This design comes from an exercise in tuning for small area, a short achievable clock period and few clock cycles on the open sky130 flow, not from production work.
No functional check of the RTL was part of this run.
No activity file was given, so power comes from the tool's default toggle rates.

--- design/flow/config.mk ---
export PLATFORM = sky130hd
export DESIGN_NAME = LASER
export DESIGN_NICKNAME = LASER
export VERILOG_FILES = /design/flow/design.v
export SDC_FILE = /design/flow/constraint.sdc
export NUM_CORES = 4
export LEC_CHECK = 0
export CAP_MARGIN = 20
export CORE_MARGIN = 2
export CORE_UTILIZATION = 40
export SLEW_MARGIN = 20
--- design/flow/constraint.sdc ---
create_clock -name core_clock -period 8.0 [get_ports {CLK}]
set_input_delay 1.6000 -clock core_clock [delete_from_list [all_inputs] [get_ports {CLK}]]
set_output_delay 1.6000 -clock core_clock [all_outputs]
set_load 0.01 [all_outputs]
--- design/flow/design.v ---
module LASER (
    input        CLK,
    input        RST,
    input  [3:0] X,
    input  [3:0] Y,
    output [3:0] C1X,
    output [3:0] C1Y,
    output [3:0] C2X,
    output [3:0] C2Y,
    output       DONE
);
integer i;
localparam S_IN = 2'd0, S_RUN = 2'd1, S_DONE = 2'd2;
reg  [1:0] state;
reg  [5:0] in_cnt;
reg  [4:0] ph;         
reg        k2;         
reg        done_r;
reg  [3:0] px [0:39];
reg  [3:0] py [0:39];
reg        pv [0:39];
reg  [3:0] ax, ay, bx, by;
reg  [5:0] cnt_r [0:15];
reg  [3:0] y1;
reg  [5:0] best;
reg  [3:0] mx, my;
assign C1X  = ax;
assign C1Y  = ay;
assign C2X  = bx;
assign C2Y  = by;
assign DONE = done_r;
wire in_last  = (state == S_IN) && (in_cnt == 6'd39);
wire pass_end = (state == S_RUN) && (ph == 5'd17);
wire conv     = k2 && (mx == ax) && (my == ay);
function [3:0] absdiff;
    input [3:0] a, b;
    absdiff = (a > b) ? (a - b) : (b - a);
endfunction
function covered;
    input [3:0] cx, cy, qx, qy;
    reg [3:0] dx, dy;
    begin
        dx = absdiff(cx, qx);
        dy = absdiff(cy, qy);
        covered = ((dx == 0) && (dy <= 4)) || ((dx <= 2) && (dy <= 3)) ||
                  ((dx <= 3) && (dy <= 2)) || ((dx <= 4) && (dy == 0));
    end
endfunction
wire [3:0] cy = ph[3:0];
reg  [15:0] msk [0:39];
reg  [5:0]  cnt [0:15];
integer x;
always @(*) begin
    for (i = 0; i < 40; i = i + 1)
        for (x = 0; x < 16; x = x + 1)
            msk[i][x] = pv[i] & covered(x[3:0], cy, px[i], py[i]);
    for (x = 0; x < 16; x = x + 1) begin
        cnt[x] = 6'd0;
        for (i = 0; i < 40; i = i + 1)
            cnt[x] = cnt[x] + {5'd0, msk[i][x]};
    end
end
wire odd = y1[0];
reg  [5:0] l1c [0:7];  reg [0:0] l1x [0:7];
reg  [5:0] l2c [0:3];  reg [1:0] l2x [0:3];
reg  [5:0] l3c [0:1];  reg [2:0] l3x [0:1];
reg  [5:0] rc;         reg [3:0] rx;
reg        tr;
always @(*) begin
    for (i = 0; i < 8; i = i + 1) begin
        tr = odd ? (cnt_r[2*i+1] > cnt_r[2*i]) : (cnt_r[2*i+1] >= cnt_r[2*i]);
        l1c[i] = tr ? cnt_r[2*i+1] : cnt_r[2*i];
        l1x[i] = tr;
    end
    for (i = 0; i < 4; i = i + 1) begin
        tr = odd ? (l1c[2*i+1] > l1c[2*i]) : (l1c[2*i+1] >= l1c[2*i]);
        l2c[i] = tr ? l1c[2*i+1] : l1c[2*i];
        l2x[i] = tr ? {1'b1, l1x[2*i+1]} : {1'b0, l1x[2*i]};
    end
    for (i = 0; i < 2; i = i + 1) begin
        tr = odd ? (l2c[2*i+1] > l2c[2*i]) : (l2c[2*i+1] >= l2c[2*i]);
        l3c[i] = tr ? l2c[2*i+1] : l2c[2*i];
        l3x[i] = tr ? {1'b1, l2x[2*i+1]} : {1'b0, l2x[2*i]};
    end
    tr = odd ? (l3c[1] > l3c[0]) : (l3c[1] >= l3c[0]);
    rc = tr ? l3c[1] : l3c[0];
    rx = tr ? {1'b1, l3x[1]} : {1'b0, l3x[0]};
end
always @(posedge CLK or posedge RST) begin
    if (RST) begin
        state  <= S_IN;
        in_cnt <= 6'd0;
        ph     <= 5'd0;
        done_r <= 1'b0;
    end else begin
        done_r <= 1'b0;
        case (state)
            S_IN: begin
                in_cnt <= in_cnt + 6'd1;
                ph     <= 5'd0;
                if (in_last) state <= S_RUN;
            end
            S_RUN: begin
                in_cnt <= 6'd0;
                if (pass_end) begin
                    ph <= 5'd0;
                    if (conv) begin
                        state  <= S_DONE;
                        done_r <= 1'b1;
                    end
                end else begin
                    ph <= ph + 5'd1;
                end
            end
            default: begin
                state  <= S_IN;
                in_cnt <= 6'd0;
                ph     <= 5'd0;
            end
        endcase
    end
end
always @(posedge CLK) begin
    px[0] <= (state == S_IN) ? X : px[39];
    py[0] <= (state == S_IN) ? Y : py[39];
    for (i = 1; i < 40; i = i + 1) begin
        px[i] <= px[i-1];
        py[i] <= py[i-1];
    end
end
always @(posedge CLK) begin
    for (i = 0; i < 40; i = i + 1) begin
        if (state != S_RUN)
            pv[i] <= 1'b1;
        else if (pass_end)
            pv[i] <= ~covered(mx, my, px[(i+39)%40], py[(i+39)%40]);
        else
            pv[i] <= pv[(i+39)%40];
    end
end
always @(posedge CLK) begin
    for (x = 0; x < 16; x = x + 1)
        cnt_r[x] <= cnt[x];
    y1 <= cy;
end
always @(posedge CLK) begin
    if (state == S_IN) begin
        ax <= 4'd0; ay <= 4'd0;
        bx <= 4'd0; by <= 4'd0;
        k2 <= 1'b0;
    end else if (pass_end) begin
        ax <= bx; ay <= by;
        bx <= mx; by <= my;
        k2 <= 1'b1;
    end
    if (state == S_RUN && ph >= 5'd1 && ph <= 5'd16 &&
        (ph == 5'd1 || rc >= best)) begin
        best <= rc;
        mx   <= rx;
        my   <= y1;
    end
end
endmodule
--- design/flow/run.sh ---
#!/bin/bash
# synth_recipe.tcl (not shown) runs the flow's synth.tcl, then flattens the netlist and writes it again
# the make line also repeats each setting of config.mk as NAME=value (left out here)
make -C /OpenROAD-flow-scripts/flow DESIGN_CONFIG=/design/flow/config.mk WORK_HOME=/design/flow/orfs CLKGATE_MAP_FILE= SYNTH_SCRIPT=/design/flow/synth_recipe.tcl finish
==> notes.md <==
final timing paths:
check,start,end,slack [ns]
max in group asynchronous,RST,ph[3],5.98
min,py[10][3],py[11][3],0.35
min in group asynchronous,RST,ph[4],1.38
max,ph[0],cnt_r[8][4],-0.74
max reg2reg,ph[0],cnt_r[8][4],-0.74
min reg2reg,py[10][3],py[11][3],0.35
power breakdown:
group / internal, uW / total, uW / switching [uW] / leakage, uW
combinational: 23900 / 51400 / 27400 / 0.0621
clock: 2170 / 3800 / 1630 / 0.00131
sequential: 3570 / 3860 / 285 / 0.00430
placed cells by master, fill, tap and decap left out, types with 62 or more instances in the layout:
cell,netlist,layout
nor2_1,1217,1160
nand4_1,115,115
mux2i_1,871,843
o211ai_1,123,123
nand2_1,1421,1373
a21o_1,371,371
buf_4,0,1872
buf_12,0,83
fa_1,736,523
a31oi_1,150,144
xnor2_1,673,637
o21ai_0,1513,1401
nand2b_1,151,146
a21oi_1,1804,1676
fa_2,0,213
a221o_1,69,68
a211oi_1,81,65
a21oi_2,0,105
ha_1,1841,1801
dfxtp_1,477,472
inv_2,18,155
xor2_1,214,211
o2111ai_1,109,102
buf_6,2,114
nor2b_1,296,292
clkinv_1,62,62
nand3_1,278,253
inv_1,1229,1069
o21ai_1,5,81
clkbuf_16,0,86
nor3_1,168,142
cells in the mapped netlist, types with 278 or more instances:
library cell / count
dfxtp_1: 477
xnor2_1: 673
nor2_1: 1217
clkbuf_1: 672
nor2b_1: 296
ha_1: 1841
nand2_1: 1421
a21o_1: 371
nand3_1: 278
fa_1: 736
o21ai_0: 1513
inv_1: 1229
mux2i_1: 871
a21oi_1: 1804
final cells by class:
class,count,area [sq um],share of cell area
repair buffers,2102,17380,0.1160
clock buffers,99,2270,0.01515
well taps,3978,4977,0.03322
diodes,11,27.53,0.0001837
inverters,1309,4992,0.03333
clock inverters,47,456.7,0.003049
multi-input cells,13390,109400,0.7300
flip-flops and latches,505,10340,0.06903
per-layer routing:
| metal | track usage | wire length (um) | share of wire | vias up |
|---|---|---|---|---|
| li1 | - | - | - | 59070 |
| met1 | 0.4687 | 234000 | 0.42 | 61350 |
| met2 | 0.5140 | 231500 | 0.41 | 6418 |
| met3 | 0.07671 | 56220 | 0.10 | 1253 |
| met4 | 0.2033 | 39860 | 0.071 | 8 |
| met5 | 0 | 55 | 0.000098 | - |
metrics by stage:
stage	power [uW]	TNS [ns]	setup slack (ns)	hold slack, ns
after CTS	56120	-35.82	-0.6088	0.3498
after global routing	63230	-61.76	-0.9661	0.3576
after detailed placement	48350	-67.46	-0.9081	0.3364
after global placement	48050	-60.67	-0.8567	0.3377
final	59020	-41.07	-0.7370	0.3508
after floorplan	31490	-199.06	-2.245	0.3308
kinds of logic (layout without fill, tap and decap cells):
kind of cell	Yosys count	after routing
AO/OA/AOI/OAI	5003	5003
AND/OR/NAND/NOR	3986	3986
adder cells (fa/ha/maj)	2585	2585
buffers and inverters	2074	3557
multiplexers	931	931
XOR/XNOR	887	887
flip-flops	505	505
other	0	11
state kept, by name, summed over array words and instances (netlist names):
signal  count
best        6
ay          4
cnt_r      96
my          4
px        160
ax          4
in_cnt      6
by          4
ph          5
mx          4
k2          1
y1          4
pv         40
state       2
done_r      1
bx          4
py        160
worst reg2reg max path, delay by kind of cell, from the launching register on:
kind                       cells  cell delay, ns
DFF                            1            0.52
adders and majority gates     11            4.67
muxes                          1            0.31
and+or+nand+nor                1            0.24
xor gates and xnor gates       2            0.29
buffers and inverters         13            1.36
AOI/OAI and AO/OA              7            1.22
timing repair:
action | in CTS | in global routing
buffers inserted | 124 | 82
endpoints found under the setup margin | 107 | 108
gates resized for setup | 687 | 378
cloned | 2 | 0
endpoints found under the hold margin | 0 | 0
pin swaps | 408 | 324
==> metrics.md <==
| Metric | Value |
|---|---|
| Pwr/cell area | `a little under 400 nW/um^2` |
| Die ar. | `307800 sq um` |
| Hold-fix buffers, CTS | `0` |
| Tcrit/Tclk final | `1.092` |
| Simple-Gate Fraction of Synth Area | `0.1492` |
| Final GP Congestion | `between 1 and 1.5` |
| Unrepaired setup endpoints after global routing | `yes` |
| Cells after Synth | `about 16000` |
| Mux contribution to synthesized area | `0.07742` |
| Hpwl dp | `434200 um` |
| Final core occ | `0.4956` |
| Post-Layout Cell Count | `around 21000` |
| Initial antenna violation count | `29` |
| Peak VDD IR | `roughly 1300 uV` |
| DRT Pass-1 Iters | `7` |
| Final Critical Period | `about 8.7 ns` |
| Leakage | `0.06772 uW` |
| H-tree depth | `3` |
| Slowest CP cell | `fa_2` |
| PortBufs | `26` |
| Post-Syn Area | `about 120000 sq um` |
| Die Wd | `between 500 and 600 um` |
| Via Count | `128100` |
| Fill cells | `roughly 29000` |
| Clock-pin slew on the worst setup and hold paths | `roughly 0.06 ns` |
| FFs w/ async S/R, synth | `0.02772` |
| Yosys top cell area share | `0.1898` |
| Synthesized Nets | `between 15000 and 20000` |
| Yosys top cell by area | `ha_1` |
| Area delta synth->final | `23.46%` |
| TritonCTS sink count | `slightly above 500` |
| Layout Check Fails | `setup timing` |
| Clk Tree Root Cell | `clkbuf_16` |
| Crit Path Max Fanout | `5` |
| Height of the chip | `roughly 550 um` |
| Worst slew pin tran | `between 1 and 1.5 ns` |
| Hold violation count in the final report | `0` |
| Clk latency of the worst-skew pair | `roughly 0.85 ns` |
| Main flop type after synthesis | `dfxtp_1` |
| Crit start category | `flop` |
| FF-to-FF path depth | `35` |
| Largest net degree at the start of global routing | `47` |
| WS Path Type | `reg -> reg` |
| Post-synthesis sequential area ratio | `0.08505` |
| Top post-synthesis cells by area | `ha_1 (19%), fa_1 (12%), dfxtp_1 (7.9%)` |
| Nets | `roughly 20000` |
| Post-synthesis adder-cell area fraction | `0.3119` |
| Final setup fails | `95` |
| WP depth | `35` |
| First-pass GRT wire length | `roughly 810000 um` |
| Worst EP arrival | `9.43 ns` |
| CTS tree | `done` |
| Relative slew slack | `0.2119` |
| DR WL/cell | `approximately 26 um` |
| Share of cells above drive strength 1 | `0.1993` |
| Final max-slew violation count | `0` |
| Largest family of logic cells by synthesized area | `adder cells` |
| Final ANT Viol Nets | `0` |
| Hold depth | `0` |
| Drt drc | `0` |
| FF+latch count, synth | `between 500 and 600` |
| Delay-heaviest family, CP | `adder cells` |
| Hold WC Path Type | `reg -> reg` |
| Core area | `302300 sq um` |
| Worst EP required | `a little under 9 ns` |
| Outcome | `finished with violations` |
| Vias per cell | `between 5 and 6` |
| Fin worst setup slack | `-0.7370 ns` |
| Routed WL | `between 500000 and 600000 um` |
| Fmax | `114.5 MHz` |
| Top Ports | `27` |
| Setup crit end kind | `flop` |
| Post-synth EDFFs | `14` |
| CTS buffer count | `84` |
| Worst path buffer plus inverter count | `13` |
| 1st-iter DRT viols | `around 15000` |
| XOR/XNOR share of the synthesized area | `0.06403` |
| Rows | `202` |
| Placed cell area | `around 140000 sq um` |
| Synthesized area per cell | `approximately 7.6 sq um` |
| Initial Util | `0.4014` |
| Placed cell count | `between 20000 and 25000` |
| Vias in the first global route | `119700` |
| Final Skew | `0.04778 ns` |
| Total track usage | `0.3499` |
| Grt ovf | `0` |
| Netlist cell types | `about 100` |
| Synth Area in Compound Gates | `0.2480` |
| Max incr delay on CP | `0.63 ns` |
| Design Area, Final | `~150000 sq um` |
| Max-cap violations | `0` |
| CP dominant cell by count | `fa_2` |
| Clock Tree Buf Depth | `4` |
| YS warnings | `13` |

what the ideal ports hide:
No port has a modelled driver above. Below, the same layout with a new extraction and two added sets of constraints. Step 1: set_driving_cell puts a clkbuf_16 on CLK and a buf_2 on each other input, an assumption about the parent block. Step 2 adds t to the input delays and takes it off the output delays; t is the mean of the earliest and latest rising clock arrival at the registers after step 1. Input paths then give back, and output paths get back, about the clock's delay inside the block. Slacks: ideal ports / drivers / drivers and shift; pairs: ideal ports / drivers.
t, ns: 0.930
slack for setup (ns): -0.737 / -0.737 / -0.737
hold slack, ns: 0.351 / 0.351 / 0.351
worst setup path at the end: register to register
latest minus earliest clock arrival (ns): 0.052 / 0.052
The setup slack of this run moves by 0.000 ns with the drivers and by 0.000 ns with both steps.
